What follows belongs to an exercise in optimizing a design on an open flow for small area and a short achievable clock period; a production flow would make more cautious choices.
In this exercise RTL edits were held to simulation tests only and were not proved equivalent to the original.

## overall_neural_network_training
module overall_neural_network_training(
	input clock,
	input reset,
	input inp_1,
	input inp_2,
	input inp_3,
	input inp_4,
	input inp_5,
	input inp_6,
	output outp_1,
	output outp_2,
	output outp_3
);
clock: 10.0 ns
lec_check: 0
cap_margin: 20
core_margin: 2
core_utilization: 55
slew_margin: 20
standard.sh (not shown) runs the stock make flow with config.mk's settings and CLKGATE_MAP_FILE= SYNTH_SCRIPT=/design/flow/synth_recipe.tcl, a recipe that flattens the netlist after the stock synthesis.
==> flow/flow/run.sh <==
#!/bin/bash
set -euo pipefail
SETUP_SLACK_MARGIN=6.5 bash standard.sh > standard.log 2>&1
The baseline went through all stages and came out clean.
==> next run, changes <==
==> flow/run.sh (new file) <==
#!/bin/bash
# synth_recipe.tcl (not shown) runs the flow's synth.tcl, then flattens the netlist and writes it again
# the make line also repeats each setting of config.mk as NAME=value (left out here)
make -C /OpenROAD-flow-scripts/flow DESIGN_CONFIG=/design/flow/config.mk WORK_HOME=/design/flow/orfs CLKGATE_MAP_FILE= SYNTH_SCRIPT=/design/flow/synth_recipe.tcl finish
- CORE_UTILIZATION: 55 -> 40
- SETUP_SLACK_MARGIN: not set -> 5
removed: flow/flow/run.sh
removed: flow/standard.sh
Outcome: Core utilization is lower by 23 points. Cell area decreases by 9.1%. Non-clock buffer count came out lower by 660. Clock skew goes up by 4.7 ps. Worst setup slack is worse by 590 ps. Die area went up by 37%.
==> next run, changes <==
- CORE_UTILIZATION: 40 -> 65
What happened: The changed run went through all stages and came out clean. Sequential share of layout area came out higher by 0.59 points. Setup slack is about the same. Non-clock buffer count went down by 5. Global-route usage went up by 11 points.
==> next run, changes <==
- CORE_UTILIZATION: 65 -> 55
Effect:
- via count falls slightly
- design area goes up slightly
- flip-flop and latch count is unchanged
- hold slack improves by 5.4 ps
- synthesized cell count does not change
- worst setup slack is worse by 9.1 ps
- core utilization decreases by 11 points
- final cell count rises by a few percent

== v42 ==
Another version of the RTL of overall_neural_network_training (not shown whole).
For scale: roughly 13000 cells after synthesis, roughly 11 I/O pins, ~120000 um2 of cells after synthesis.
Settings: LEC_CHECK=0, CAP_MARGIN=20, CORE_MARGIN=2, CORE_UTILIZATION=60, SETUP_SLACK_MARGIN=5, SLEW_MARGIN=20; clock period 10.0 ns.
run.sh (not shown) runs the stock make flow with config.mk's settings and CLKGATE_MAP_FILE= SYNTH_SCRIPT=/design/flow/synth_recipe.tcl, a recipe that flattens the netlist after the stock synthesis.
Stock flow here: none of the scripts above is used.
v42: flow completed, timing, DRC and antenna clean
[inputs] v35 vs v42
--- a/flow/config.mk
+++ b/flow/config.mk
@@ -10 +10 @@
-export CORE_UTILIZATION = 60
+export CORE_UTILIZATION = 40
Results
Relative to v42, clock period minus worst slack decreased by 0.071 ns in v35.
Diff v42 -> v35: length of the first detailed-routing pass in iterations +1, fmax went up.
Worst slack at placement was lower in v35 than in v42.
Edits applied to the flow inputs when going from v35 to v8:
--- a/flow/config.mk
+++ b/flow/config.mk
@@ -11 +11 @@
-export SETUP_SLACK_MARGIN = 5
+export SETUP_SLACK_MARGIN = 4
## What came out
Having completed the whole flow, v8 delivered a layout that passed the timing, design-rule and antenna checks. Setup slack: v8 less than v35. Diff v35 -> v8 | minimum clock period after layout | increase of 0.56 ns. Against v35, v8 comes in 476 lower on quantity of gates resized following cts. Cell count: v8 vs v35 down about 1.6%. v8 ended up with met5 as its uppermost signal routing layer after detailed routing; v35 ended up with met4. Re number of buffers inserted by post-CTS setup repair: v8 is 176 down on v35. Slew at the pin closest to its max-slew limit was higher in the run labelled v8.
Relative to v8, the following input files were edited for v51:
--- a/flow/config.mk
+++ b/flow/config.mk
@@ -11 +10,0 @@
-export SETUP_SLACK_MARGIN = 4
## What came out
Summary — first-pass GRT wire length, v51 relative to v8: lower, by 4.0 mm. Between v8 and v51, the global-route met3 utilization does not differ in any meaningful way. Summary of v51 over v8: worst setup slack for register-to-register paths shrank by 0.68 ns, final instance area shrank by about 0.35%, number of setup buffers added after CTS shrank by 7. Against v8, final wirelength in v51 came out better. The final reports for v51 and v8 show post-layout minimum cycle time higher in the former. v51 vs v8: post-CTS resize count down in v51.

overall_neural_network_training with an RTL version that a note above also has.
For scale: about 13000 cells after synthesis, about 2500 flip-flops, roughly 11 I/O pins, about 130000 um2 of cells after synthesis.
export LEC_CHECK = 0
export CAP_MARGIN = 20
export CORE_MARGIN = 2
export CORE_UTILIZATION = 55
export SLEW_MARGIN = 20
create_clock -name core_clock -period 10.0 [get_ports {clock}]
standard.sh (not shown) runs the stock make flow with config.mk's settings and CLKGATE_MAP_FILE= SYNTH_SCRIPT=/design/flow/synth_recipe.tcl, a recipe that flattens the netlist after the stock synthesis.
==> flow/flow/run.sh <==
#!/bin/bash
set -euo pipefail
SETUP_SLACK_MARGIN=6 bash standard.sh > standard.log 2>&1
Edit:
==> flow/flow/run.sh (replaced) <==
#!/bin/bash
set -euo pipefail
SETUP_SLACK_MARGIN=7 bash standard.sh > standard.log 2>&1
Via count went up by a few percent.
Global-route usage went up by 1.9 points.
Utilization went up by 6.0 points.
Cell count went up by a few percent.
Critical path depth went up by 1.
Die area stays the same.
Wire length went up by a little under a tenth.
Edit:
==> flow/flow/run.sh (replaced) <==
#!/bin/bash
set -euo pipefail
SETUP_SLACK_MARGIN=6 bash standard.sh > standard.log 2>&1
CORE_UTILIZATION = 65   (was 55)
CTS_BUF_LIST = sky130_fd_sc_hd__clkbuf_16   (was default)
CTS_CLUSTER_DIAMETER = 70   (was default)
CTS_CLUSTER_SIZE = 24   (was default)
Result: The changed run finished clean; via count is lower by 4.4%; first-iteration DRC count increases by 0.74%; worst setup slack gets worse by 60 ps; maximum frequency drops by 1.4%; wire length goes down by about 11%; worst hold slack gains 11 ps; area after synthesis is unchanged; global-route usage grows by 1.8 points.

-- static timing again, ports no longer ideal --
No port has a modelled driver above. Below, the same layouts with a new extraction and two added sets of constraints.
Step 1: set_driving_cell puts a clkbuf_16 on clock and a buf_2 on each other input, an assumption about the parent block.
Step 2 adds t to the input delays and takes it off the output delays; t is the mean of the earliest and latest rising clock arrival at the registers after step 1. Input paths then give back, and output paths get back, about the clock's delay inside the block.
a / b / c = ideal ports / drivers / drivers and shift; a / b = the first two.
run	t (ns)	setup slack, ns	latest minus earliest clock arrival (ns)
the first run of note 1	1.010	5.858 / 5.858 / 5.360	0.042 / 0.041
the second run of note 1	0.970	5.267 / 5.267 / 5.267	0.047 / 0.047
the third run of note 1	0.996	5.264 / 5.264 / 5.264	0.055 / 0.054
the fourth run of note 1	0.987	5.255 / 5.255 / 5.255	0.055 / 0.055
v42	0.950	4.747 / 4.747 / 4.747	0.046 / 0.046
v35	1.002	4.818 / 4.818 / 4.818	0.075 / 0.075
v8	0.976	4.262 / 4.262 / 4.262	0.057 / 0.057
v51	0.978	3.585 / 3.585 / 3.585	0.056 / 0.057
the first run of note 3	0.990	5.901 / 5.901 / 5.312	0.044 / 0.044
the second run of note 3	1.000	5.841 / 5.841 / 5.585	0.057 / 0.057
the third run of note 3	0.916	5.781 / 5.781 / 5.386	0.040 / 0.040
After both steps setup and hold are still met in every run listed. The setup slack of the first run of note 3, which loses most, moves by 0.000 ns with the drivers and by -0.589 ns with both steps.
